This is an optimization exercise on Yosys and OpenROAD, whose aim is small area, not a production implementation. No run shown here included a check of the RTL's function; only the layout flow was run. Power figures rest on the tool's default switching activity, not on a simulated workload.

## flow/standard.sh

```bash
#!/bin/bash
# synth_recipe.tcl (not shown) runs the flow's synth.tcl, then flattens the netlist and writes it again
# the make line also repeats each setting of config.mk as NAME=value (left out here)
make -C /OpenROAD-flow-scripts/flow DESIGN_CONFIG=/design/flow/config.mk WORK_HOME=/design/flow/orfs CLKGATE_MAP_FILE= SYNTH_SCRIPT=/design/flow/synth_recipe.tcl "${@:-finish}"
```

## flow/flow/downsize.tcl

```tcl
# Sourced after floorplanning (POST_FLOORPLAN_TCL): set every logic cell to
# the smallest drive strength of its function. Placement-stage repair and
# timing repair size up again where timing or slew needs it.
set db [ord::get_db]
set n 0
foreach inst [[ord::get_db_block] getInsts] {
  set m [[$inst getMaster] getName]
  if {![regexp {^(sky130_fd_sc_hd__[a-z0-9]+)_([0-9]+)$} $m -> base drive]} { continue }
  if {[regexp {dfxtp|dfrtp|conb|tap|fill|decap|clkbuf|clkinv|clkdly|dly} $base]} { continue }
  foreach d {0 1 2} {
    if {$d >= $drive} { break }
    set cand "${base}_$d"
    if {[$db findMaster $cand] != "NULL" && [llength [get_lib_cells -quiet $cand]] > 0 && [lsearch $::env(DONT_USE_CELLS) $cand] < 0} {
      replace_cell [$inst getName] $cand
      incr n
      break
    }
  }
}
puts "downsize: $n cells set to their smallest drive strength"
```

## flow/design.v

```verilog
module Multiplier32Bit (
	input[31:0] multiplicand,
	input[31:0] multiplier,
	input clk,
	input enable,
	input reset_n,
	output[31:0] aBus,
	output valid
);
	reg[31:0] acc;     
	reg[3:0] q;        
	reg vld;
	wire[31:0] mc = multiplicand;
	wire[31:0] mp = multiplier;
	genvar i;
	wire[3:1] a, o;
	generate
		for (i = 1; i < 4; i = i + 1) begin : gz
			wire a_lo, a_hi, o_lo, o_hi;
			nand4 u0 (.a(mp[8*i]), .b(mp[8*i+1]), .c(mp[8*i+2]), .d(mp[8*i+3]), .y(a_lo));
			nand4 u1 (.a(mp[8*i+4]), .b(mp[8*i+5]), .c(mp[8*i+6]), .d(mp[8*i+7]), .y(a_hi));
			nor2 u2 (.a(a_lo), .b(a_hi), .y(a[i]));
			nor4 u3 (.a(mp[8*i]), .b(mp[8*i+1]), .c(mp[8*i+2]), .d(mp[8*i+3]), .y(o_lo));
			nor4 u4 (.a(mp[8*i+4]), .b(mp[8*i+5]), .c(mp[8*i+6]), .d(mp[8*i+7]), .y(o_hi));
			and2 u5 (.a(o_lo), .b(o_hi), .y(o[i]));
		end
	endgenerate
	wire z1 = (a[3] & a[2] & a[1]) | (o[3] & o[2] & o[1]);   
	wire z2 = (a[3] & a[2]) | (o[3] & o[2]);                 
	wire z3 = a[3] | o[3];                                   
	wire idle = ~|q;
	wire busy = ~idle;
	wire[4:0] s;
	assign s[0] = q[0];
	assign s[1] = q[1] | (idle & z1);
	assign s[2] = q[2] | (idle & z2 & ~z1);
	assign s[3] = q[3] | (idle & z3 & ~z2);
	assign s[4] = idle & ~z3;
	wire[6:0] w;
	generate
		for (i = 0; i < 7; i = i + 1) begin : gw
			wire x, y;
			if (i == 0) begin : b0
				aoi22 u0 (.a1(s[1]), .a2(mp[5]), .b1(s[2]), .b2(mp[11]), .y(x));
			end else begin : bn
				aoi222 u0 (.a1(s[0]), .a2(mp[i-1]), .b1(s[1]), .b2(mp[i+5]), .c1(s[2]), .c2(mp[i+11]), .y(x));
			end
			aoi22 u1 (.a1(s[3]), .a2(mp[i+17]), .b1(s[4]), .b2(mp[i+23]), .y(y));
			nand2 u2 (.a(x), .b(y), .y(w[i]));
		end
	endgenerate
	wire d3 = ~z2 & z3;
	wire d4 = ~z3;
	wire cp = idle & d3 & mp[23] & ~mp[24];    
	wire cm = idle & d3 & ~mp[23] & mp[24];    
	wire[7:0] orc;                             
	wire[7:0] mneg;                            
	assign orc[1] = mc[0];
	assign mneg[0] = mc[0];
	generate
		for (i = 1; i < 8; i = i + 1) begin : gn
			if (i > 1) begin : bo
				or2 u0 (.a(orc[i-1]), .b(mc[i-1]), .y(orc[i]));
			end
			xor2 u1 (.a(mc[i]), .b(orc[i]), .y(mneg[i]));
		end
	endgenerate
	wire[1:0] v = {mp[31] ^ (mp[30] & mp[29]), mp[30] ^ mp[29]};
	wire[1:0] init4 = {(mc[1] & v[0]) ^ (mc[0] & v[1]), mc[0] & v[0]};
	wire[1:0] i4_n = ~({2{idle & d4}} & init4);
	wire[25:0] prev;
	generate
		for (i = 0; i < 26; i = i + 1) begin : gp
			if (i < 8) begin : lo
				wire x;
				aoi222 u0 (.a1(busy), .a2(acc[i]), .b1(cp), .b2(mc[i]), .c1(cm), .c2(mneg[i]), .y(x));
				if (i < 2) begin : b4
					nand2 u1 (.a(x), .b(i4_n[i]), .y(prev[i]));
				end else begin : bx
					inv u1 (.a(x), .y(prev[i]));
				end
			end else if (i < 20) begin : mid
				and2 u0 (.a(busy), .b(acc[i]), .y(prev[i]));
			end else begin : hi
				assign prev[i] = acc[i];
			end
		end
	endgenerate
	wire[2:0] one, two, neg;
	generate
		for (i = 0; i < 3; i = i + 1) begin : ge
			wire t;
			xor2 u0 (.a(w[2*i]), .b(w[2*i+1]), .y(one[i]));
			xnor2 u1 (.a(w[2*i+2]), .b(w[2*i+1]), .y(t));
			nor2 u2 (.a(t), .b(one[i]), .y(two[i]));
			assign neg[i] = w[2*i+2];
		end
	endgenerate
	wire one0 = one[0], two0 = two[0], n0 = neg[0];
	wire one1 = one[1], two1 = two[1], n1 = neg[1];
	wire one2 = one[2], two2 = two[2], n2 = neg[2];
	wire[31:0] r0;
	wire[29:0] r1;
	wire[27:0] r2;
	wire x0 = one0 & mc[0];
	wire k0 = n0 & ~x0;
	wire x1 = one1 & mc[0];
	wire k1 = n1 & ~x1;
	wire x2 = one2 & mc[0];
	wire k2 = n2 & ~x2;
	assign r0[0] = x0;
	assign r1[0] = x1;
	assign r2[0] = x2;
	wire[2:0] onez, twoz, negz;
	assign onez[0] = mp[0];
	and2b uz0 (.an(mp[0]), .b(mp[1]), .y(twoz[0]));
	assign negz[0] = mp[1];
	generate
		for (i = 1; i < 3; i = i + 1) begin : gz0
			wire t;
			xor2 u0 (.a(mp[2*i-1]), .b(mp[2*i]), .y(onez[i]));
			xnor2 u1 (.a(mp[2*i+1]), .b(mp[2*i]), .y(t));
			nor2 u2 (.a(t), .b(onez[i]), .y(twoz[i]));
			assign negz[i] = mp[2*i+1];
		end
		for (i = 1; i < 32; i = i + 1) begin : g0
			booth_cell u (.one(i < 26 ? one0 : onez[0]), .two(i < 26 ? two0 : twoz[0]), .neg(i < 26 ? n0 : negz[0]), .a(mc[i]), .b(mc[i-1]), .p(r0[i]));
		end
		for (i = 1; i < 30; i = i + 1) begin : g1
			booth_cell u (.one(i < 24 ? one1 : onez[1]), .two(i < 24 ? two1 : twoz[1]), .neg(i < 24 ? n1 : negz[1]), .a(mc[i]), .b(mc[i-1]), .p(r1[i]));
		end
		for (i = 1; i < 28; i = i + 1) begin : g2
			booth_cell u (.one(i < 22 ? one2 : onez[2]), .two(i < 22 ? two2 : twoz[2]), .neg(i < 22 ? n2 : negz[2]), .a(mc[i]), .b(mc[i-1]), .p(r2[i]));
		end
	endgenerate
	wire[31:0] next;
	wire pend_c;       
	wire t_1;
	wire t_2;
	wire t_3;
	wire t_4;
	wire t_5;
	wire t_6;
	wire t_7;
	wire t_8;
	wire t_9;
	wire t_10;
	wire t_11;
	wire t_12;
	wire t_13;
	wire t_14;
	wire t_15;
	wire t_16;
	wire t_17;
	wire t_18;
	wire t_19;
	wire t_20;
	wire t_21;
	wire t_22;
	wire t_23;
	wire t_24;
	wire t_25;
	wire t_26;
	wire t_27;
	wire t_28;
	wire t_29;
	wire t_30;
	wire t_31;
	wire t_32;
	wire t_33;
	wire t_34;
	wire t_35;
	wire t_36;
	wire t_37;
	wire t_38;
	wire t_39;
	wire t_40;
	wire t_41;
	wire t_42;
	wire t_43;
	wire t_44;
	wire t_45;
	wire t_46;
	wire t_47;
	wire t_48;
	wire t_49;
	wire t_50;
	wire t_51;
	wire t_52;
	wire t_53;
	wire t_54;
	wire t_55;
	wire t_56;
	wire t_57;
	wire t_58;
	wire t_59;
	wire t_60;
	wire t_61;
	wire t_62;
	wire t_63;
	wire t_64;
	wire t_65;
	wire t_66;
	wire t_67;
	wire t_68;
	wire t_69;
	wire t_70;
	wire t_71;
	wire t_72;
	wire t_73;
	wire t_74;
	wire t_75;
	wire t_76;
	wire t_77;
	wire t_78;
	wire t_79;
	wire t_80;
	wire t_81;
	wire t_82;
	wire t_83;
	wire t_84;
	wire t_85;
	wire t_86;
	wire t_87;
	wire t_88;
	wire t_89;
	wire t_90;
	wire t_91;
	wire t_92;
	wire t_93;
	wire t_94;
	wire t_95;
	wire t_96;
	wire t_97;
	wire t_98;
	wire t_99;
	wire t_100;
	wire t_101;
	wire t_102;
	wire t_103;
	wire t_104;
	wire t_105;
	wire t_106;
	wire t_107;
	wire t_108;
	wire t_109;
	wire t_110;
	wire t_111;
	wire t_112;
	wire t_113;
	wire t_114;
	wire t_115;
	wire t_116;
	wire t_117;
	wire t_118;
	wire t_119;
	wire t_120;
	wire t_121;
	wire t_122;
	wire t_123;
	wire t_124;
	wire t_125;
	wire t_126;
	wire t_127;
	wire t_128;
	wire t_129;
	wire t_130;
	wire t_131;
	wire t_132;
	wire t_133;
	wire t_134;
	wire t_135;
	wire t_136;
	wire t_137;
	wire t_138;
	wire t_139;
	wire t_140;
	wire t_141;
	wire t_142;
	wire t_143;
	wire t_144;
	wire t_145;
	wire t_146;
	wire t_147;
	wire t_148;
	wire t_149;
	wire t_150;
	wire t_151;
	wire t_152;
	wire t_153;
	wire t_154;
	wire t_155;
	wire t_156;
	wire t_157;
	wire t_158;
	wire t_159;
	wire t_160;
	wire t_161;
	wire t_162;
	wire t_163;
	wire t_164;
	wire t_165;
	wire t_166;
	wire t_167;
	wire t_168;
	wire t_169;
	wire t_170;
	wire t_171;
	wire t_172;
	wire t_173;
	wire t_174;
	wire t_175;
	wire t_176;
	wire t_177;
	wire t_178;
	wire t_179;
	wire t_180;
	wire t_181;
	wire t_182;
	wire t_183;
	wire t_184;
	wire t_185;
	wire t_186;
	wire t_187;
	wire t_188;
	wire t_189;
	wire t_190;
	wire t_191;
	wire t_192;
	wire t_193;
	wire t_194;
	wire t_195;
	wire t_196;
	wire t_197;
	wire t_198;
	wire t_199;
	half_adder ut_1 (.a(r0[5]), .b(r1[3]), .s(t_1), .co(t_2));
	full_adder ut_3 (.a(r0[6]), .b(r1[4]), .c(r2[2]), .s(t_3), .co(t_4));
	full_adder ut_5 (.a(r0[7]), .b(r1[5]), .c(r2[3]), .s(t_5), .co(t_6));
	full_adder ut_7 (.a(r0[8]), .b(r1[6]), .c(r2[4]), .s(t_7), .co(t_8));
	full_adder ut_9 (.a(r0[9]), .b(r1[7]), .c(r2[5]), .s(t_9), .co(t_10));
	full_adder ut_11 (.a(r0[10]), .b(r1[8]), .c(r2[6]), .s(t_11), .co(t_12));
	full_adder ut_13 (.a(r0[11]), .b(r1[9]), .c(r2[7]), .s(t_13), .co(t_14));
	full_adder ut_15 (.a(r0[12]), .b(r1[10]), .c(r2[8]), .s(t_15), .co(t_16));
	full_adder ut_17 (.a(r0[13]), .b(r1[11]), .c(r2[9]), .s(t_17), .co(t_18));
	full_adder ut_19 (.a(r0[14]), .b(r1[12]), .c(r2[10]), .s(t_19), .co(t_20));
	full_adder ut_21 (.a(r0[15]), .b(r1[13]), .c(r2[11]), .s(t_21), .co(t_22));
	full_adder ut_23 (.a(r0[16]), .b(r1[14]), .c(r2[12]), .s(t_23), .co(t_24));
	full_adder ut_25 (.a(r0[17]), .b(r1[15]), .c(r2[13]), .s(t_25), .co(t_26));
	full_adder ut_27 (.a(r0[18]), .b(r1[16]), .c(r2[14]), .s(t_27), .co(t_28));
	full_adder ut_29 (.a(r0[19]), .b(r1[17]), .c(r2[15]), .s(t_29), .co(t_30));
	full_adder ut_31 (.a(r0[20]), .b(r1[18]), .c(r2[16]), .s(t_31), .co(t_32));
	full_adder ut_33 (.a(r0[21]), .b(r1[19]), .c(r2[17]), .s(t_33), .co(t_34));
	full_adder ut_35 (.a(r0[22]), .b(r1[20]), .c(r2[18]), .s(t_35), .co(t_36));
	full_adder ut_37 (.a(r0[23]), .b(r1[21]), .c(r2[19]), .s(t_37), .co(t_38));
	full_adder ut_39 (.a(r0[24]), .b(r1[22]), .c(r2[20]), .s(t_39), .co(t_40));
	full_adder ut_41 (.a(r0[25]), .b(r1[23]), .c(r2[21]), .s(t_41), .co(t_42));
	full_adder ut_43 (.a(r0[26]), .b(r1[24]), .c(r2[22]), .s(t_43), .co(t_44));
	full_adder ut_45 (.a(r0[27]), .b(r1[25]), .c(r2[23]), .s(t_45), .co(t_46));
	full_adder ut_47 (.a(r0[28]), .b(r1[26]), .c(r2[24]), .s(t_47), .co(t_48));
	full_adder ut_49 (.a(r0[29]), .b(r1[27]), .c(r2[25]), .s(t_49), .co(t_50));
	full_adder ut_51 (.a(r0[30]), .b(r1[28]), .c(r2[26]), .s(t_51), .co(t_52));
	assign t_53 = r0[31] ^ r1[29] ^ r2[27];
	half_adder ut_54 (.a(r0[3]), .b(r1[1]), .s(t_54), .co(t_55));
	full_adder ut_56 (.a(r0[4]), .b(r1[2]), .c(r2[0]), .s(t_56), .co(t_57));
	full_adder ut_58 (.a(t_1), .b(r2[1]), .c(k2), .s(t_58), .co(t_59));
	full_adder ut_60 (.a(t_3), .b(prev[0]), .c(t_2), .s(t_60), .co(t_61));
	full_adder ut_62 (.a(t_5), .b(prev[1]), .c(t_4), .s(t_62), .co(t_63));
	full_adder ut_64 (.a(t_7), .b(prev[2]), .c(t_6), .s(t_64), .co(t_65));
	full_adder ut_66 (.a(t_9), .b(prev[3]), .c(t_8), .s(t_66), .co(t_67));
	full_adder ut_68 (.a(t_11), .b(prev[4]), .c(t_10), .s(t_68), .co(t_69));
	full_adder ut_70 (.a(t_13), .b(prev[5]), .c(t_12), .s(t_70), .co(t_71));
	full_adder ut_72 (.a(t_15), .b(prev[6]), .c(t_14), .s(t_72), .co(t_73));
	full_adder ut_74 (.a(t_17), .b(prev[7]), .c(t_16), .s(t_74), .co(t_75));
	full_adder ut_76 (.a(t_19), .b(prev[8]), .c(t_18), .s(t_76), .co(t_77));
	full_adder ut_78 (.a(t_21), .b(prev[9]), .c(t_20), .s(t_78), .co(t_79));
	full_adder ut_80 (.a(t_23), .b(prev[10]), .c(t_22), .s(t_80), .co(t_81));
	full_adder ut_82 (.a(t_25), .b(prev[11]), .c(t_24), .s(t_82), .co(t_83));
	full_adder ut_84 (.a(t_27), .b(prev[12]), .c(t_26), .s(t_84), .co(t_85));
	full_adder ut_86 (.a(t_29), .b(prev[13]), .c(t_28), .s(t_86), .co(t_87));
	full_adder ut_88 (.a(t_31), .b(prev[14]), .c(t_30), .s(t_88), .co(t_89));
	full_adder ut_90 (.a(t_33), .b(prev[15]), .c(t_32), .s(t_90), .co(t_91));
	full_adder ut_92 (.a(t_35), .b(prev[16]), .c(t_34), .s(t_92), .co(t_93));
	full_adder ut_94 (.a(t_37), .b(prev[17]), .c(t_36), .s(t_94), .co(t_95));
	full_adder ut_96 (.a(t_39), .b(prev[18]), .c(t_38), .s(t_96), .co(t_97));
	full_adder ut_98 (.a(t_41), .b(prev[19]), .c(t_40), .s(t_98), .co(t_99));
	full_adder ut_100 (.a(t_43), .b(prev[20]), .c(t_42), .s(t_100), .co(t_101));
	full_adder ut_102 (.a(t_45), .b(prev[21]), .c(t_44), .s(t_102), .co(t_103));
	full_adder ut_104 (.a(t_47), .b(prev[22]), .c(t_46), .s(t_104), .co(t_105));
	full_adder ut_106 (.a(t_49), .b(prev[23]), .c(t_48), .s(t_106), .co(t_107));
	full_adder ut_108 (.a(t_51), .b(prev[24]), .c(t_50), .s(t_108), .co(t_109));
	assign t_110 = t_53 ^ prev[25] ^ t_52;
	half_adder ut_111 (.a(r0[1]), .b(k0), .s(t_111), .co(t_112));
	full_adder ut_113 (.a(r0[2]), .b(r1[0]), .c(t_112), .s(t_113), .co(t_114));
	full_adder ut_115 (.a(t_54), .b(k1), .c(t_114), .s(t_115), .co(t_116));
	full_adder ut_117 (.a(t_56), .b(t_55), .c(t_116), .s(t_117), .co(t_118));
	full_adder ut_119 (.a(t_58), .b(t_57), .c(t_118), .s(t_119), .co(t_120));
	full_adder ut_121 (.a(t_60), .b(t_59), .c(t_120), .s(t_121), .co(t_122));
	full_adder ut_123 (.a(t_62), .b(t_61), .c(t_122), .s(t_123), .co(t_124));
	full_adder ut_125 (.a(t_64), .b(t_63), .c(t_124), .s(t_125), .co(t_126));
	full_adder ut_127 (.a(t_66), .b(t_65), .c(t_126), .s(t_127), .co(t_128));
	full_adder ut_129 (.a(t_68), .b(t_67), .c(t_128), .s(t_129), .co(t_130));
	full_adder ut_131 (.a(t_70), .b(t_69), .c(t_130), .s(t_131), .co(t_132));
	half_adder ut_133 (.a(t_72), .b(t_71), .s(t_133), .co(t_134));
	full_adder ut_135 (.a(t_74), .b(t_73), .c(t_134), .s(t_135), .co(t_136));
	full_adder ut_137 (.a(t_76), .b(t_75), .c(t_136), .s(t_137), .co(t_138));
	full_adder ut_139 (.a(t_78), .b(t_77), .c(t_138), .s(t_139), .co(t_140));
	full_adder ut_141 (.a(t_80), .b(t_79), .c(t_140), .s(t_141), .co(t_142));
	full_adder ut_143 (.a(t_82), .b(t_81), .c(t_142), .s(t_143), .co(t_144));
	xor2 ut_145 (.a(t_133), .b(t_132), .y(t_145));
	inc_cell ut_146 (.s(t_135), .t(t_133), .c(t_132), .y(t_146));
	and2 ut_147 (.a(t_133), .b(t_135), .y(t_147));
	inc_cell ut_148 (.s(t_137), .t(t_147), .c(t_132), .y(t_148));
	and2 ut_149 (.a(t_147), .b(t_137), .y(t_149));
	inc_cell ut_150 (.s(t_139), .t(t_149), .c(t_132), .y(t_150));
	and2 ut_151 (.a(t_149), .b(t_139), .y(t_151));
	inc_cell ut_152 (.s(t_141), .t(t_151), .c(t_132), .y(t_152));
	and2 ut_153 (.a(t_151), .b(t_141), .y(t_153));
	inc_cell ut_154 (.s(t_143), .t(t_153), .c(t_132), .y(t_154));
	and2 ut_155 (.a(t_153), .b(t_143), .y(t_155));
	ao21 ut_156 (.a1(t_155), .a2(t_132), .b(t_144), .y(t_156));
	half_adder ut_157 (.a(t_84), .b(t_83), .s(t_157), .co(t_158));
	full_adder ut_159 (.a(t_86), .b(t_85), .c(t_158), .s(t_159), .co(t_160));
	full_adder ut_161 (.a(t_88), .b(t_87), .c(t_160), .s(t_161), .co(t_162));
	full_adder ut_163 (.a(t_90), .b(t_89), .c(t_162), .s(t_163), .co(t_164));
	full_adder ut_165 (.a(t_92), .b(t_91), .c(t_164), .s(t_165), .co(t_166));
	full_adder ut_167 (.a(t_94), .b(t_93), .c(t_166), .s(t_167), .co(t_168));
	full_adder ut_169 (.a(t_96), .b(t_95), .c(t_168), .s(t_169), .co(t_170));
	full_adder ut_171 (.a(t_98), .b(t_97), .c(t_170), .s(t_171), .co(t_172));
	xor2 ut_173 (.a(t_157), .b(t_156), .y(t_173));
	inc_cell ut_174 (.s(t_159), .t(t_157), .c(t_156), .y(t_174));
	and2 ut_175 (.a(t_157), .b(t_159), .y(t_175));
	inc_cell ut_176 (.s(t_161), .t(t_175), .c(t_156), .y(t_176));
	and2 ut_177 (.a(t_175), .b(t_161), .y(t_177));
	inc_cell ut_178 (.s(t_163), .t(t_177), .c(t_156), .y(t_178));
	and2 ut_179 (.a(t_177), .b(t_163), .y(t_179));
	inc_cell ut_180 (.s(t_165), .t(t_179), .c(t_156), .y(t_180));
	and2 ut_181 (.a(t_179), .b(t_165), .y(t_181));
	inc_cell ut_182 (.s(t_167), .t(t_181), .c(t_156), .y(t_182));
	and2 ut_183 (.a(t_181), .b(t_167), .y(t_183));
	inc_cell ut_184 (.s(t_169), .t(t_183), .c(t_156), .y(t_184));
	and2 ut_185 (.a(t_183), .b(t_169), .y(t_185));
	inc_cell ut_186 (.s(t_171), .t(t_185), .c(t_156), .y(t_186));
	and2 ut_187 (.a(t_185), .b(t_171), .y(t_187));
	ao21 ut_188 (.a1(t_187), .a2(t_156), .b(t_172), .y(t_188));
	half_adder ut_189 (.a(t_100), .b(t_99), .s(t_189), .co(t_190));
	full_adder ut_191 (.a(t_102), .b(t_101), .c(t_190), .s(t_191), .co(t_192));
	full_adder ut_193 (.a(t_104), .b(t_103), .c(t_192), .s(t_193), .co(t_194));
	full_adder ut_195 (.a(t_106), .b(t_105), .c(t_194), .s(t_195), .co(t_196));
	full_adder ut_197 (.a(t_108), .b(t_107), .c(t_196), .s(t_197), .co(t_198));
	assign t_199 = t_110 ^ t_109 ^ t_198;
	assign next[0] = r0[0];
	assign next[1] = t_111;
	assign next[2] = t_113;
	assign next[3] = t_115;
	assign next[4] = t_117;
	assign next[5] = t_119;
	assign next[6] = t_121;
	assign next[7] = t_123;
	assign next[8] = t_125;
	assign next[9] = t_127;
	assign next[10] = t_129;
	assign next[11] = t_131;
	assign next[12] = t_145;
	assign next[13] = t_146;
	assign next[14] = t_148;
	assign next[15] = t_150;
	assign next[16] = t_152;
	assign next[17] = t_154;
	assign next[18] = t_173;
	assign next[19] = t_174;
	assign next[20] = t_176;
	assign next[21] = t_178;
	assign next[22] = t_180;
	assign next[23] = t_182;
	assign next[24] = t_184;
	assign next[25] = t_186;
	assign next[26] = t_189;
	assign next[27] = t_191;
	assign next[28] = t_193;
	assign next[29] = t_195;
	assign next[30] = t_197;
	assign next[31] = t_199;
	assign pend_c = t_188;
	reg pend;
	always @(posedge clk) begin
		acc <= next;
		pend <= pend_c;
	end
	wire[31:26] top;
	wire[31:27] tc;
	half_adder uh26 (.a(acc[26]), .b(pend), .s(top[26]), .co(tc[27]));
	generate
		for (i = 27; i < 31; i = i + 1) begin : gh
			half_adder u (.a(acc[i]), .b(tc[i]), .s(top[i]), .co(tc[i+1]));
		end
	endgenerate
	xor2 uh31 (.a(acc[31]), .b(tc[31]), .y(top[31]));
	always @(posedge clk, negedge reset_n) begin
		if (reset_n == 0) begin
			q <= 4'd0;
			vld <= 0;
		end else if (enable) begin
			q <= {~z3, z3 & ~z2, z2 & ~z1, z1};
			vld <= 0;
		end else begin
			q <= {1'b0, q[3:1]};
			vld <= q[0];
		end
	end
	assign aBus = {top, acc[25:0]};
	assign valid = vld;
endmodule
module booth_cell (
	input one,
	input two,
	input neg,
	input a,
	input b,
	output p
);
	wire m_n;
	aoi22 u0 (.a1(one), .a2(a), .b1(two), .b2(b), .y(m_n));
	xnor2 u1 (.a(m_n), .b(neg), .y(p));
endmodule
module aoi22 (
	input a1,
	input a2,
	input b1,
	input b2,
	output y
);
	assign y = ~((a1 & a2) | (b1 & b2));
endmodule
module xnor2 (
	input a,
	input b,
	output y
);
	assign y = ~(a ^ b);
endmodule
module xor2 (
	input a,
	input b,
	output y
);
	assign y = a ^ b;
endmodule
module and2 (
	input a,
	input b,
	output y
);
	assign y = a & b;
endmodule
module ao21 (
	input a1,
	input a2,
	input b,
	output y
);
	assign y = (a1 & a2) | b;
endmodule
module inc_cell (
	input s,
	input t,
	input c,
	output y
);
	assign y = s ^ (t & c);
endmodule
module full_adder (
	input a,
	input b,
	input c,
	output s,
	output co
);
	assign s = a ^ b ^ c;
	assign co = (a & b) | (a & c) | (b & c);
endmodule
module half_adder (
	input a,
	input b,
	output s,
	output co
);
	assign s = a ^ b;
	assign co = a & b;
endmodule
module nand4 (
	input a,
	input b,
	input c,
	input d,
	output y
);
	assign y = ~(a & b & c & d);
endmodule
module nor4 (
	input a,
	input b,
	input c,
	input d,
	output y
);
	assign y = ~(a | b | c | d);
endmodule
module nand2 (
	input a,
	input b,
	output y
);
	assign y = ~(a & b);
endmodule
module nor2 (
	input a,
	input b,
	output y
);
	assign y = ~(a | b);
endmodule
module or2 (
	input a,
	input b,
	output y
);
	assign y = a | b;
endmodule
module inv (
	input a,
	output y
);
	assign y = ~a;
endmodule
module aoi222 (
	input a1,
	input a2,
	input b1,
	input b2,
	input c1,
	input c2,
	output y
);
	assign y = ~((a1 & a2) | (b1 & b2) | (c1 & c2));
endmodule
module and2b (
	input an,
	input b,
	output y
);
	assign y = ~an & b;
endmodule
```

## flow/constraint.sdc

```tcl
create_clock -name core_clock -period 10.0 [get_ports {clk}]
set_input_delay 2.0000 -clock core_clock [delete_from_list [all_inputs] [get_ports {clk}]]
set_output_delay 2.0000 -clock core_clock [all_outputs]
set_load 0.01 [all_outputs]
```

## flow/flow/run.sh

```bash
#!/bin/bash
export BUFFER_PORTS_ARGS="-buffer_cell sky130_fd_sc_hd__buf_1"
export CTS_ARGS="-sink_clustering_enable -repair_clock_nets -dont_use_dummy_load -buf_list sky130_fd_sc_hd__clkbuf_8"
export POST_FLOORPLAN_TCL="$PWD/flow/downsize.tcl"
bash standard.sh RECOVER_POWER=100 finish > standard.log 2>&1
```

## flow/config.mk

```make
export PLATFORM = sky130hd
export DESIGN_NAME = Multiplier32Bit
export DESIGN_NICKNAME = Multiplier32Bit
export VERILOG_FILES = /design/flow/design.v
export SDC_FILE = /design/flow/constraint.sdc
export NUM_CORES = 4
export LEC_CHECK = 0
export CAP_MARGIN = 20
export CORE_MARGIN = 2
export CORE_UTILIZATION = 40
export CTS_BUF_LIST = sky130_fd_sc_hd__clkbuf_8
export SLEW_MARGIN = 20
export SYNTH_HIERARCHICAL = 1
export SYNTH_MINIMUM_KEEP_SIZE = 0
```

==> reports/qor.yml, run 1 <==
clock_network:
  clkSlewWorstSetupHoldPaths_ps: 90
  cts_setup_buffers: 0
  cts.path.max_buffers: 2
  htree_levels: 2
  cts_buffers: 5
  cts_tree: "yes"
  ctsHoldBuffers: 0
  clock_sinks: 38
  clockRootBuffer: "sky130_fd_sc_hd__clkbuf_8"
  worst_skew_pair.late_latency_ps: 310
  cts_resized: 0
synth:
  ys_flop_type: "sky130_fd_sc_hd__dfxtp_1"
  synthesized_area_per_cell_um2: 11.5
  synth.most_common_cell: "sky130_fd_sc_hd__xnor2_1"
  synth_top_cells_by_count: "sky130_fd_sc_hd__xnor2_1 (108), sky130_fd_sc_hd__a22oi_2 (95), sky130_fd_sc_hd__fa_1 (78), sky130_fd_sc_hd__dfxtp_1 (33), sky130_fd_sc_hd__and2_1 (31)"
  synthTopCellsByArea: "sky130_fd_sc_hd__fa_1 (27%), sky130_fd_sc_hd__a22oi_2 (20%), sky130_fd_sc_hd__xnor2_1 (16%)"
  synth_fp_nets: 662
  seq_area_frac_synth: 0.135
  synthesis.instances: 505
  synth_largest_area_cell: "sky130_fd_sc_hd__fa_1"
  syn-cell-area_um2: 5830
  yosys_reg_bits: 38
  synth.top_cell.area_share: 0.268
  async_reset_ff_frac: 0.132
  post_synth_num_cell_types: 35
  synth_enable_flop_cells: 0
  ys.warnings.count: 7
detailed_routing:
  route.top_layer_used: "met4"
  finalWirelength_mm: 13.7
  first_pass_iters: 5
  vias_per_cell: 5.46
  route.vias.total: 4242
  met3_wirelength_um: 666
  drtAntennaViolNets: 0
  wirelength_met1_mm: 6.01
  drc_errors: 0
  wl_per_cell_um: 17.7
  dr_wl_met2_mm: 6.68
  drt-initial-drc-count: 257
place:
  place_hpwl_mm: 11.0
  routabilityCongestion: 0.840
  numPortBuffers: 99
pwr:
  share_comb_of_total_power: 0.841
  p_clk_frac: 0.037
  p_sw_frac: 0.470
  ir_drop_mv: 0.196
  p_per_area_nw_per_um2: 463
  power.share.sequential: 0.121
  net-switching-power_uw: 1270
  p_leak_uw: 0.00203
  report.power.total_uw: 2700
  intPower_uw: 1430
worst_setup_path:
  critPathLaunchType: "input port"
  ff2ff_path_depth: 21
  crit_path_start: "multiplier[29]"
  worstSetupEndpointType: "flip-flop"
  crit_end: "acc[18]$_DFF_P_"
  worstSetupPathType: "input port to flip-flop"
  worst_ep_arrival_time_ps: 9530
  cp_data_required_time_ps: 10170
  regToRegEndpoint: "acc[18]$_DFF_P_"
  worst-path-max-fanout: 26
  r2r_slack_ps: 1620
  crit-reg2reg-launch: "q[3]$_DFF_PN0_"
grt:
  grtUsageTotal: 0.178
  pin_count_of_the_biggest_net_entering_global_routing: 27
  grt-ovfl-total: 0
  first_global_vias: 4312
  grt_first_pass_wirelength_mm: 22.4
  grt_antenna_before_repair: 0
finish:
  filler_cell_count: 1446
  antenna_cells_inserted: 0
  flow.area_growth_from_synthesis_pct: 0.258
  numnets_final: 752
  drive_gt1_frac: 0.0270
floorplanning:
  die_x_um: 125
  fp.coreArea_um2: 14400
  start_util: 0.406
  rows: 44
  dieArea_um2: 15600
  die_height_um: 125
  num_io_pins: 100
timing:
  slew-limit-headroom: 0.324
  hold_viol: 0
  finalSetupViolations: 0
  clock_skew_ps: 20.7
  worst_pin_slew_ps: 1010
  min_tclk_post_route_ps: 9360
  final_period_utilization: 0.936
  fin_setup_tns_ps: 0
  rsz0062_at_grt: "no"
  clock.fmax_mhz: 107
  report.final.slew_viol_count: 0
run:
  drv.max_cap_violation_count: 0
run_status:
  run_status: "no timing/DRC/antenna violations"
min_path:
  hold_path_class: "flip-flop to flip-flop"
==> metrics by stage <==
stage	cells	instance area (um^2)	utilization	setup WS, ps	hold WS, ps
global placement	772	5780	0.402	525	510
CTS	777	5850	0.407	659	551
global route	777	5840	0.407	139	571
detailed placement	772	5780	0.402	357	528
floorplan	505	5900	-	38.3	489
finish	777	5840	0.407	643	543
==> worst max-delay path, stage by stage <==
cell and delay, ps:
sky130_fd_sc_hd__buf_1 130, sky130_fd_sc_hd__nor4_1 320, sky130_fd_sc_hd__and2_0 260, sky130_fd_sc_hd__nor2_1 90, sky130_fd_sc_hd__or3_1 410, sky130_fd_sc_hd__or2b_1 300, sky130_fd_sc_hd__a22oi_1 130, sky130_fd_sc_hd__nand2_1 150
sky130_fd_sc_hd__xor2_1 190, sky130_fd_sc_hd__buf_4 310, sky130_fd_sc_hd__a22oi_1 150, sky130_fd_sc_hd__xnor2_1 170, sky130_fd_sc_hd__ha_1 220, sky130_fd_sc_hd__fa_1 400, sky130_fd_sc_hd__fa_1 390, sky130_fd_sc_hd__fa_1 390
sky130_fd_sc_hd__fa_1 410, sky130_fd_sc_hd__fa_1 400, sky130_fd_sc_hd__fa_1 410, sky130_fd_sc_hd__fa_1 400, sky130_fd_sc_hd__fa_1 400, sky130_fd_sc_hd__fa_1 390, sky130_fd_sc_hd__fa_1 540, sky130_fd_sc_hd__a21o_1 330
sky130_fd_sc_hd__xor2_1 200
==> layer usage <==
metal | vias to the layer above | GRT usage
li1 | 1974 | -
met1 | 2080 | 0.239
met2 | 157 | 0.295
met3 | 31 | 0.0271
met4 | 0 | 0.0588
met5 | - | 0
==> per-module statistics from Yosys (local to each module, per instance), a selection <==
module | cell area (um^2) | times used | flops+latches | cells inside
xnor2 | 8.76 | 92 | 0 | 1
inv | 3.75 | 6 | 0 | 1
Multiplier32Bit | 1280 | 1 | 38 | 105
nand2 | 3.75 | 9 | 0 | 1
ao21 | 7.51 | 2 | 0 | 1
or2 | 6.26 | 6 | 0 | 1
and2b | 13.8 | 1 | 0 | 1
aoi222 | 10.0 | 14 | 0 | 1
nor4 | 12.5 | 6 | 0 | 1
full_adder | 20.0 | 78 | 0 | 1
aoi22 | 12.5 | 95 | 0 | 1
==> kinds of logic after synthesis <==
| group | count (synthesis) | synth area share |
|---|---|---|
| xor+xnor | 126 | 0.189 |
| compound gates | 119 | 0.240 |
| simple gates | 98 | 0.102 |
| fa+ha+maj | 90 | 0.294 |
| flops | 38 | 0.135 |
| buf+inv | 33 | 0.0382 |
| mux | 1 | 0.00193 |
==> worst min-delay path by stage <==
stage	from	end	slack, ps	cells past startpoint
after global placement	q[3]$_DFF_PN0_	q[2]$_DFF_PN0_	510	1
after global routing	q[3]$_DFF_PN0_	q[2]$_DFF_PN0_	570	1
after CTS	q[1]$_DFF_PN0_	q[0]$_DFF_PN0_	550	2
after detailed placement	q[1]$_DFF_PN0_	q[0]$_DFF_PN0_	530	2
final	q[3]$_DFF_PN0_	q[2]$_DFF_PN0_	540	1
after floorplan	q[3]$_DFF_PN0_	q[2]$_DFF_PN0_	490	1
==> cell usage in the layout, fill, tap and decap left out, drive strengths merged, types with 6 or more instances in the layout <==
cell and count:
buf 108, nand2 22, fa 78, xnor2 108, inv 6, nand4 6, nor2b 6, clkbuf 7
nor4 6, or2 6, a222oi 14, ha 12, and2 31, a22oi 95, dfxtp 33, nor2 11
xor2 18
==> cell type report <==
cell class / count / area (um^2) / share of cell area
inverter: 6 / 22.5 / 0.00385
tap: 184 / 230 / 0.0394
sequential: 38 / 786 / 0.134
clock buffer: 5 / 68.8 / 0.0118
timing repair buffer: 110 / 454 / 0.0777
multi-input combinational: 434 / 4280 / 0.733
==> registers in the layout, summed over array words and instances (netlist names) <==
register / flops
acc: 32
pend: 1
q: 4
vld: 1
==> power groups by stage <==
stage               sequential [uW]  combinational [uW]  clock [uW]
floorplan                       314                1860           0
global placement                332                2210           0
detailed placement              333                2280           0
CTS                             330                2300         104
global route                    338                2590         112
finish                          328                2270         101
==> run 2: changes to the inputs <==
--- a/flow/design.v
+++ b/flow/design.v
@@ -111,26 +111,15 @@
 	assign r0[0] = x0;
 	assign r1[0] = x1;
 	assign r2[0] = x2;
-	wire[2:0] onez, twoz, negz;
-	assign onez[0] = mp[0];
-	and2b uz0 (.an(mp[0]), .b(mp[1]), .y(twoz[0]));
-	assign negz[0] = mp[1];
 	generate
-		for (i = 1; i < 3; i = i + 1) begin : gz0
-			wire t;
-			xor2 u0 (.a(mp[2*i-1]), .b(mp[2*i]), .y(onez[i]));
-			xnor2 u1 (.a(mp[2*i+1]), .b(mp[2*i]), .y(t));
-			nor2 u2 (.a(t), .b(onez[i]), .y(twoz[i]));
-			assign negz[i] = mp[2*i+1];
-		end
 		for (i = 1; i < 32; i = i + 1) begin : g0
-			booth_cell u (.one(i < 26 ? one0 : onez[0]), .two(i < 26 ? two0 : twoz[0]), .neg(i < 26 ? n0 : negz[0]), .a(mc[i]), .b(mc[i-1]), .p(r0[i]));
+			booth_cell u (.one(one0), .two(two0), .neg(n0), .a(mc[i]), .b(mc[i-1]), .p(r0[i]));
 		end
 		for (i = 1; i < 30; i = i + 1) begin : g1
-			booth_cell u (.one(i < 24 ? one1 : onez[1]), .two(i < 24 ? two1 : twoz[1]), .neg(i < 24 ? n1 : negz[1]), .a(mc[i]), .b(mc[i-1]), .p(r1[i]));
+			booth_cell u (.one(one1), .two(two1), .neg(n1), .a(mc[i]), .b(mc[i-1]), .p(r1[i]));
 		end
 		for (i = 1; i < 28; i = i + 1) begin : g2
-			booth_cell u (.one(i < 22 ? one2 : onez[2]), .two(i < 22 ? two2 : twoz[2]), .neg(i < 22 ? n2 : negz[2]), .a(mc[i]), .b(mc[i-1]), .p(r2[i]));
+			booth_cell u (.one(one2), .two(two2), .neg(n2), .a(mc[i]), .b(mc[i-1]), .p(r2[i]));
 		end
 	endgenerate
 	wire[31:0] next;
@@ -334,6 +323,8 @@
 	wire t_197;
 	wire t_198;
 	wire t_199;
+	wire t_200;
+	wire t_201;
 	half_adder ut_1 (.a(r0[5]), .b(r1[3]), .s(t_1), .co(t_2));
 	full_adder ut_3 (.a(r0[6]), .b(r1[4]), .c(r2[2]), .s(t_3), .co(t_4));
 	full_adder ut_5 (.a(r0[7]), .b(r1[5]), .c(r2[3]), .s(t_5), .co(t_6));
@@ -400,26 +391,26 @@
 	full_adder ut_125 (.a(t_64), .b(t_63), .c(t_124), .s(t_125), .co(t_126));
 	full_adder ut_127 (.a(t_66), .b(t_65), .c(t_126), .s(t_127), .co(t_128));
 	full_adder ut_129 (.a(t_68), .b(t_67), .c(t_128), .s(t_129), .co(t_130));
-	full_adder ut_131 (.a(t_70), .b(t_69), .c(t_130), .s(t_131), .co(t_132));
-	half_adder ut_133 (.a(t_72), .b(t_71), .s(t_133), .co(t_134));
+	half_adder ut_131 (.a(t_70), .b(t_69), .s(t_131), .co(t_132));
+	full_adder ut_133 (.a(t_72), .b(t_71), .c(t_132), .s(t_133), .co(t_134));
 	full_adder ut_135 (.a(t_74), .b(t_73), .c(t_134), .s(t_135), .co(t_136));
 	full_adder ut_137 (.a(t_76), .b(t_75), .c(t_136), .s(t_137), .co(t_138));
 	full_adder ut_139 (.a(t_78), .b(t_77), .c(t_138), .s(t_139), .co(t_140));
 	full_adder ut_141 (.a(t_80), .b(t_79), .c(t_140), .s(t_141), .co(t_142));
-	full_adder ut_143 (.a(t_82), .b(t_81), .c(t_142), .s(t_143), .co(t_144));
-	xor2 ut_145 (.a(t_133), .b(t_132), .y(t_145));
-	inc_cell ut_146 (.s(t_135), .t(t_133), .c(t_132), .y(t_146));
-	and2 ut_147 (.a(t_133), .b(t_135), .y(t_147));
-	inc_cell ut_148 (.s(t_137), .t(t_147), .c(t_132), .y(t_148));
+	xor2 ut_143 (.a(t_131), .b(t_130), .y(t_143));
+	inc_cell ut_144 (.s(t_133), .t(t_131), .c(t_130), .y(t_144));
+	and2 ut_145 (.a(t_131), .b(t_133), .y(t_145));
+	inc_cell ut_146 (.s(t_135), .t(t_145), .c(t_130), .y(t_146));
+	and2 ut_147 (.a(t_145), .b(t_135), .y(t_147));
+	inc_cell ut_148 (.s(t_137), .t(t_147), .c(t_130), .y(t_148));
 	and2 ut_149 (.a(t_147), .b(t_137), .y(t_149));
-	inc_cell ut_150 (.s(t_139), .t(t_149), .c(t_132), .y(t_150));
+	inc_cell ut_150 (.s(t_139), .t(t_149), .c(t_130), .y(t_150));
 	and2 ut_151 (.a(t_149), .b(t_139), .y(t_151));
-	inc_cell ut_152 (.s(t_141), .t(t_151), .c(t_132), .y(t_152));
+	inc_cell ut_152 (.s(t_141), .t(t_151), .c(t_130), .y(t_152));
 	and2 ut_153 (.a(t_151), .b(t_141), .y(t_153));
-	inc_cell ut_154 (.s(t_143), .t(t_153), .c(t_132), .y(t_154));
-	and2 ut_155 (.a(t_153), .b(t_143), .y(t_155));
-	ao21 ut_156 (.a1(t_155), .a2(t_132), .b(t_144), .y(t_156));
-	half_adder ut_157 (.a(t_84), .b(t_83), .s(t_157), .co(t_158));
+	ao21 ut_154 (.a1(t_153), .a2(t_130), .b(t_142), .y(t_154));
+	half_adder ut_155 (.a(t_82), .b(t_81), .s(t_155), .co(t_156));
+	full_adder ut_157 (.a(t_84), .b(t_83), .c(t_156), .s(t_157), .co(t_158));
 	full_adder ut_159 (.a(t_86), .b(t_85), .c(t_158), .s(t_159), .co(t_160));
 	full_adder ut_161 (.a(t_88), .b(t_87), .c(t_160), .s(t_161), .co(t_162));
 	full_adder ut_163 (.a(t_90), .b(t_89), .c(t_162), .s(t_163), .co(t_164));
@@ -427,28 +418,30 @@
 	full_adder ut_167 (.a(t_94), .b(t_93), .c(t_166), .s(t_167), .co(t_168));
 	full_adder ut_169 (.a(t_96), .b(t_95), .c(t_168), .s(t_169), .co(t_170));
 	full_adder ut_171 (.a(t_98), .b(t_97), .c(t_170), .s(t_171), .co(t_172));
-	xor2 ut_173 (.a(t_157), .b(t_156), .y(t_173));
-	inc_cell ut_174 (.s(t_159), .t(t_157), .c(t_156), .y(t_174));
-	and2 ut_175 (.a(t_157), .b(t_159), .y(t_175));
-	inc_cell ut_176 (.s(t_161), .t(t_175), .c(t_156), .y(t_176));
-	and2 ut_177 (.a(t_175), .b(t_161), .y(t_177));
-	inc_cell ut_178 (.s(t_163), .t(t_177), .c(t_156), .y(t_178));
-	and2 ut_179 (.a(t_177), .b(t_163), .y(t_179));
-	inc_cell ut_180 (.s(t_165), .t(t_179), .c(t_156), .y(t_180));
-	and2 ut_181 (.a(t_179), .b(t_165), .y(t_181));
-	inc_cell ut_182 (.s(t_167), .t(t_181), .c(t_156), .y(t_182));
-	and2 ut_183 (.a(t_181), .b(t_167), .y(t_183));
-	inc_cell ut_184 (.s(t_169), .t(t_183), .c(t_156), .y(t_184));
-	and2 ut_185 (.a(t_183), .b(t_169), .y(t_185));
-	inc_cell ut_186 (.s(t_171), .t(t_185), .c(t_156), .y(t_186));
-	and2 ut_187 (.a(t_185), .b(t_171), .y(t_187));
-	ao21 ut_188 (.a1(t_187), .a2(t_156), .b(t_172), .y(t_188));
-	half_adder ut_189 (.a(t_100), .b(t_99), .s(t_189), .co(t_190));
-	full_adder ut_191 (.a(t_102), .b(t_101), .c(t_190), .s(t_191), .co(t_192));
-	full_adder ut_193 (.a(t_104), .b(t_103), .c(t_192), .s(t_193), .co(t_194));
-	full_adder ut_195 (.a(t_106), .b(t_105), .c(t_194), .s(t_195), .co(t_196));
-	full_adder ut_197 (.a(t_108), .b(t_107), .c(t_196), .s(t_197), .co(t_198));
-	assign t_199 = t_110 ^ t_109 ^ t_198;
+	xor2 ut_173 (.a(t_155), .b(t_154), .y(t_173));
+	inc_cell ut_174 (.s(t_157), .t(t_155), .c(t_154), .y(t_174));
+	and2 ut_175 (.a(t_155), .b(t_157), .y(t_175));
+	inc_cell ut_176 (.s(t_159), .t(t_175), .c(t_154), .y(t_176));
+	and2 ut_177 (.a(t_175), .b(t_159), .y(t_177));
+	inc_cell ut_178 (.s(t_161), .t(t_177), .c(t_154), .y(t_178));
+	and2 ut_179 (.a(t_177), .b(t_161), .y(t_179));
+	inc_cell ut_180 (.s(t_163), .t(t_179), .c(t_154), .y(t_180));
+	and2 ut_181 (.a(t_179), .b(t_163), .y(t_181));
+	inc_cell ut_182 (.s(t_165), .t(t_181), .c(t_154), .y(t_182));
+	and2 ut_183 (.a(t_181), .b(t_165), .y(t_183));
+	inc_cell ut_184 (.s(t_167), .t(t_183), .c(t_154), .y(t_184));
+	and2 ut_185 (.a(t_183), .b(t_167), .y(t_185));
+	inc_cell ut_186 (.s(t_169), .t(t_185), .c(t_154), .y(t_186));
+	and2 ut_187 (.a(t_185), .b(t_169), .y(t_187));
+	inc_cell ut_188 (.s(t_171), .t(t_187), .c(t_154), .y(t_188));
+	and2 ut_189 (.a(t_187), .b(t_171), .y(t_189));
+	ao21 ut_190 (.a1(t_189), .a2(t_154), .b(t_172), .y(t_190));
+	half_adder ut_191 (.a(t_100), .b(t_99), .s(t_191), .co(t_192));
+	full_adder ut_193 (.a(t_102), .b(t_101), .c(t_192), .s(t_193), .co(t_194));
+	full_adder ut_195 (.a(t_104), .b(t_103), .c(t_194), .s(t_195), .co(t_196));
+	full_adder ut_197 (.a(t_106), .b(t_105), .c(t_196), .s(t_197), .co(t_198));
+	full_adder ut_199 (.a(t_108), .b(t_107), .c(t_198), .s(t_199), .co(t_200));
+	assign t_201 = t_110 ^ t_109 ^ t_200;
 	assign next[0] = r0[0];
 	assign next[1] = t_111;
 	assign next[2] = t_113;
@@ -460,28 +453,28 @@
 	assign next[8] = t_125;
 	assign next[9] = t_127;
 	assign next[10] = t_129;
-	assign next[11] = t_131;
-	assign next[12] = t_145;
+	assign next[11] = t_143;
+	assign next[12] = t_144;
 	assign next[13] = t_146;
 	assign next[14] = t_148;
 	assign next[15] = t_150;
 	assign next[16] = t_152;
-	assign next[17] = t_154;
-	assign next[18] = t_173;
-	assign next[19] = t_174;
-	assign next[20] = t_176;
-	assign next[21] = t_178;
-	assign next[22] = t_180;
-	assign next[23] = t_182;
-	assign next[24] = t_184;
-	assign next[25] = t_186;
-	assign next[26] = t_189;
-	assign next[27] = t_191;
-	assign next[28] = t_193;
-	assign next[29] = t_195;
-	assign next[30] = t_197;
-	assign next[31] = t_199;
-	assign pend_c = t_188;
+	assign next[17] = t_173;
+	assign next[18] = t_174;
+	assign next[19] = t_176;
+	assign next[20] = t_178;
+	assign next[21] = t_180;
+	assign next[22] = t_182;
+	assign next[23] = t_184;
+	assign next[24] = t_186;
+	assign next[25] = t_188;
+	assign next[26] = t_191;
+	assign next[27] = t_193;
+	assign next[28] = t_195;
+	assign next[29] = t_197;
+	assign next[30] = t_199;
+	assign next[31] = t_201;
+	assign pend_c = t_190;
 	reg pend;
 	always @(posedge clk) begin
 		acc <= next;
@@ -644,10 +637,3 @@
 );
 	assign y = ~((a1 & a2) | (b1 & b2) | (c1 & c2));
 endmodule
-module and2b (
-	input an,
-	input b,
-	output y
-);
-	assign y = ~an & b;
-endmodule
==> reports/qor.yml, run 2 <==
run_status:
  run_status: "no timing/DRC/antenna violations"
floorplanning:
  fp.coreArea_um2: 14000
  die_height_um: 124
  num_io_pins: 100
  rows: 43
  start_util: 0.414
  dieArea_um2: 15500
  die_x_um: 124
detailed_routing:
  drc_errors: 0
  route.vias.total: 4325
  vias_per_cell: 5.60
  drtAntennaViolNets: 0
  wl_per_cell_um: 18.1
  drt-initial-drc-count: 405
  first_pass_iters: 6
  finalWirelength_mm: 14.0
clock_network:
  ctsHoldBuffers: 0
  cts_buffers: 5
  clockRootBuffer: "sky130_fd_sc_hd__clkbuf_8"
  cts.path.max_buffers: 2
  clock_sinks: 38
  cts_tree: "yes"
  cts_setup_buffers: 0
  htree_levels: 2
  clkSlewWorstSetupHoldPaths_ps: 80
  cts_resized: 0
  worst_skew_pair.late_latency_ps: 310
finish:
  final_cell_area_um2: 5860
  layout.cells.most_common: "sky130_fd_sc_hd__xnor2_1"
  numnets_final: 752
  antenna_cells_inserted: 0
  most_used_cells_in_the_layout_excluding_fill_and_tap_cells: "sky130_fd_sc_hd__xnor2_1 (107), sky130_fd_sc_hd__buf_1 (97), sky130_fd_sc_hd__a22oi_1 (95), sky130_fd_sc_hd__fa_1 (78), sky130_fd_sc_hd__dfxtp_1 (33)"
  filler_cell_count: 1413
  reg_top3: "acc x32, q x4"
  flip_flop_count_of_the_largest_register_after_layout: 32
  registers.top_by_ff_count: "acc"
  drive_gt1_frac: 0.0438
  flow.area_growth_from_synthesis_pct: 1.25
timing:
  clock_skew_ps: 13.8
  hold_viol: 0
  slew-limit-headroom: 0.313
  rsz0062_at_grt: "no"
  worst_pin_slew_ps: 1030
  fin_setup_tns_ps: 0
  final_period_utilization: 0.934
  min_tclk_post_route_ps: 9340
  clock.fmax_mhz: 107
  report.final.slew_viol_count: 0
  final_critical_path_setup_slack_ps: 658
  finalSetupViolations: 0
worst_setup_path:
  worst_ep_arrival_time_ps: 9550
  ff2ff_path_depth: 24
  critPathLaunchType: "input port"
  regToRegEndpoint: "pend$_DFF_P_"
  worst-path-max-fanout: 14
  worstSetupEndpointType: "flip-flop"
  crit-reg2reg-launch: "q[3]$_DFF_PN0_"
  r2r_slack_ps: 2060
  worstSetupPathType: "input port to flip-flop"
  cp_data_required_time_ps: 10210
synth:
  synthesized_area_per_cell_um2: 11.6
  synth_top_cells_by_count: "sky130_fd_sc_hd__xnor2_1 (107), sky130_fd_sc_hd__a22oi_2 (95), sky130_fd_sc_hd__fa_1 (78), sky130_fd_sc_hd__dfxtp_1 (33), sky130_fd_sc_hd__and2_1 (32)"
  synth_enable_flop_cells: 0
  async_reset_ff_frac: 0.132
  synthesis.instances: 501
  synth_largest_area_cell: "sky130_fd_sc_hd__fa_1"
  ys_flop_type: "sky130_fd_sc_hd__dfxtp_1"
  seq_area_frac_synth: 0.136
  syn-cell-area_um2: 5790
  ys.warnings.count: 7
  synth_fp_nets: 658
  post_synth_num_cell_types: 34
  synth.top_cell.area_share: 0.270
  synthTopCellsByArea: "sky130_fd_sc_hd__fa_1 (27%), sky130_fd_sc_hd__a22oi_2 (21%), sky130_fd_sc_hd__xnor2_1 (16%)"
  yosys_reg_bits: 38
  synth.most_common_cell: "sky130_fd_sc_hd__xnor2_1"
grt:
  grtUsageTotal: 0.179
  grt_antenna_before_repair: 0
  grt_first_pass_wirelength_mm: 22.5
  grt-ovfl-total: 0
  pin_count_of_the_biggest_net_entering_global_routing: 33
  first_global_vias: 4245
pwr:
  intPower_uw: 1490
  share_comb_of_total_power: 0.846
  power.share.sequential: 0.118
  p_sw_frac: 0.470
  p_clk_frac: 0.035
  p_leak_uw: 0.00204
  net-switching-power_uw: 1320
  ir_drop_mv: 0.424
  p_per_area_nw_per_um2: 480
min_path:
  min_delay_path_depth: 1
  hold_path_end: "q[2]$_DFF_PN0_"
  holdCritStartpoint: "q[3]$_DFF_PN0_"
  hold_path_class: "flip-flop to flip-flop"
place:
  dpl-instance-area_um2: 5810
  detailedPlace.worstSlack_ps: 424
  routabilityCongestion: 0.893
  place_hpwl_mm: 11.0
  numPortBuffers: 99
run:
  drv.max_cap_violation_count: 0
[run 2: layout make-up]
cell class | instances | area [um^2] | area share
clock buffers | 5 | 68.8 | 0.0117
inverters | 6 | 22.5 | 0.00384
multi-input cells | 430 | 4280 | 0.729
flip-flops and latches | 38 | 786 | 0.134
well taps | 180 | 225 | 0.0384
repair buffers | 114 | 484 | 0.0826
[run 2: worst max path at each step]
stage                         from            to  slack [ps]  cells past startpoint
floorplan           multiplier[27]  pend$_DFF_P_           3                     24
global placement    multiplier[24]  pend$_DFF_P_         540                     26
CTS                 multiplier[29]  pend$_DFF_P_         740                     26
detailed placement  multiplier[29]  pend$_DFF_P_         420                     26
finish              multiplier[29]  pend$_DFF_P_         660                     26
global route        multiplier[29]  pend$_DFF_P_         160                     26
[run 2: critical path, stage by stage]
cell and delay (ps):
sky130_fd_sc_hd__buf_1 120, sky130_fd_sc_hd__nor4_1 300, sky130_fd_sc_hd__and2_0 270, sky130_fd_sc_hd__a22o_1 230, sky130_fd_sc_hd__or3_1 170, sky130_fd_sc_hd__or2b_1 320, sky130_fd_sc_hd__a22oi_1 240, sky130_fd_sc_hd__nand2_2 120
sky130_fd_sc_hd__buf_4 240, sky130_fd_sc_hd__xnor2_1 150, sky130_fd_sc_hd__nor2_1 260, sky130_fd_sc_hd__a22oi_1 130, sky130_fd_sc_hd__xnor2_1 210, sky130_fd_sc_hd__fa_1 470, sky130_fd_sc_hd__fa_1 510, sky130_fd_sc_hd__ha_1 230
sky130_fd_sc_hd__fa_1 380, sky130_fd_sc_hd__fa_1 410, sky130_fd_sc_hd__fa_1 400, sky130_fd_sc_hd__fa_1 400, sky130_fd_sc_hd__fa_1 400, sky130_fd_sc_hd__fa_1 390, sky130_fd_sc_hd__fa_1 390, sky130_fd_sc_hd__fa_1 470
sky130_fd_sc_hd__and2_0 150, sky130_fd_sc_hd__a21o_1 170
[run 2: cell families after synthesis]
kind of cell | synth area share
AND/OR/NAND/NOR | 0.101
flip-flops | 0.136
adder cells (fa/ha/maj) | 0.296
AO/OA/AOI/OAI | 0.241
XOR/XNOR | 0.186
multiplexers | 0.00194
buffers and inverters | 0.0385
[run 2: routing by layer]
metal	global-route usage	routed length, um
met1	0.242	6030
met2	0.309	7160
met3	0.0266	709
met4	0.0278	82
met5	0	0
[run 2: power by group through the flow]
| stage | clock, uW | sequential, uW | combinational (uW) |
|---|---|---|---|
| global placement | 0 | 337 | 2370 |
| global route | 110 | 342 | 2720 |
| CTS | 105 | 336 | 2430 |
| finish | 99.4 | 333 | 2380 |
| detailed placement | 0 | 340 | 2410 |
| floorplan | 0 | 319 | 2030 |
[run 2: modules after synthesis, one instance, submodules excluded, a selection]
module,cell area (um^2),flip-flops and latches,cells,times used
xnor2,8.76,0,1,90
ao21,7.51,0,1,2
inv,3.75,0,1,6
nor4,12.5,0,1,6
nand4,6.26,0,1,6
Multiplier32Bit,1280,38,105,1
nor2,3.75,0,1,6
aoi22,12.5,0,1,95
or2,6.26,0,1,6
aoi222,10.0,0,1,14
full_adder,20.0,0,1,78
half_adder,12.5,0,1,11
inc_cell,12.5,0,2,13
nand2,3.75,0,1,9
and2,6.26,0,1,28
[run 2: per-stage QoR]
stage / power, uW / std cells / utilization / hold slack, ps
2_1_floorplan: 2350 / 501 / - / 489
3_3_place_gp: 2710 / 768 / 0.415 / 518
3_5_place_dp: 2750 / 768 / 0.415 / 521
4_1_cts: 2870 / 773 / 0.420 / 538
5_1_grt: 3170 / 773 / 0.419 / 575
6_report: 2810 / 773 / 0.419 / 538

[static timing again, ports no longer ideal]
The results above use ideal ports. As a check the final layouts listed here were re-extracted and re-timed, cells and wires unchanged.
Step 1 assumes that a clkbuf_16 drives the clock port and a buf_2 every other input.
Step 2 also shifts input and output timing later by t, the mid clock arrival at the registers, as if the neighbouring blocks saw the same clock.
Three values: no drivers, after step 1, after step 2; two values: the first two.
| run | t, ns | setup WS [ns] | worst setup path after step 2 | worst register clock-pin slew, ns |
|---|---|---|---|---|
| run 1 | 0.333 | 0.643 / 0.654 / 0.321 | input to register | 0.09 / 0.09 |
| run 2 | 0.336 | 0.658 / 0.672 / 0.336 | input to register | 0.08 / 0.08 |
After both steps every run listed still meets setup and hold.
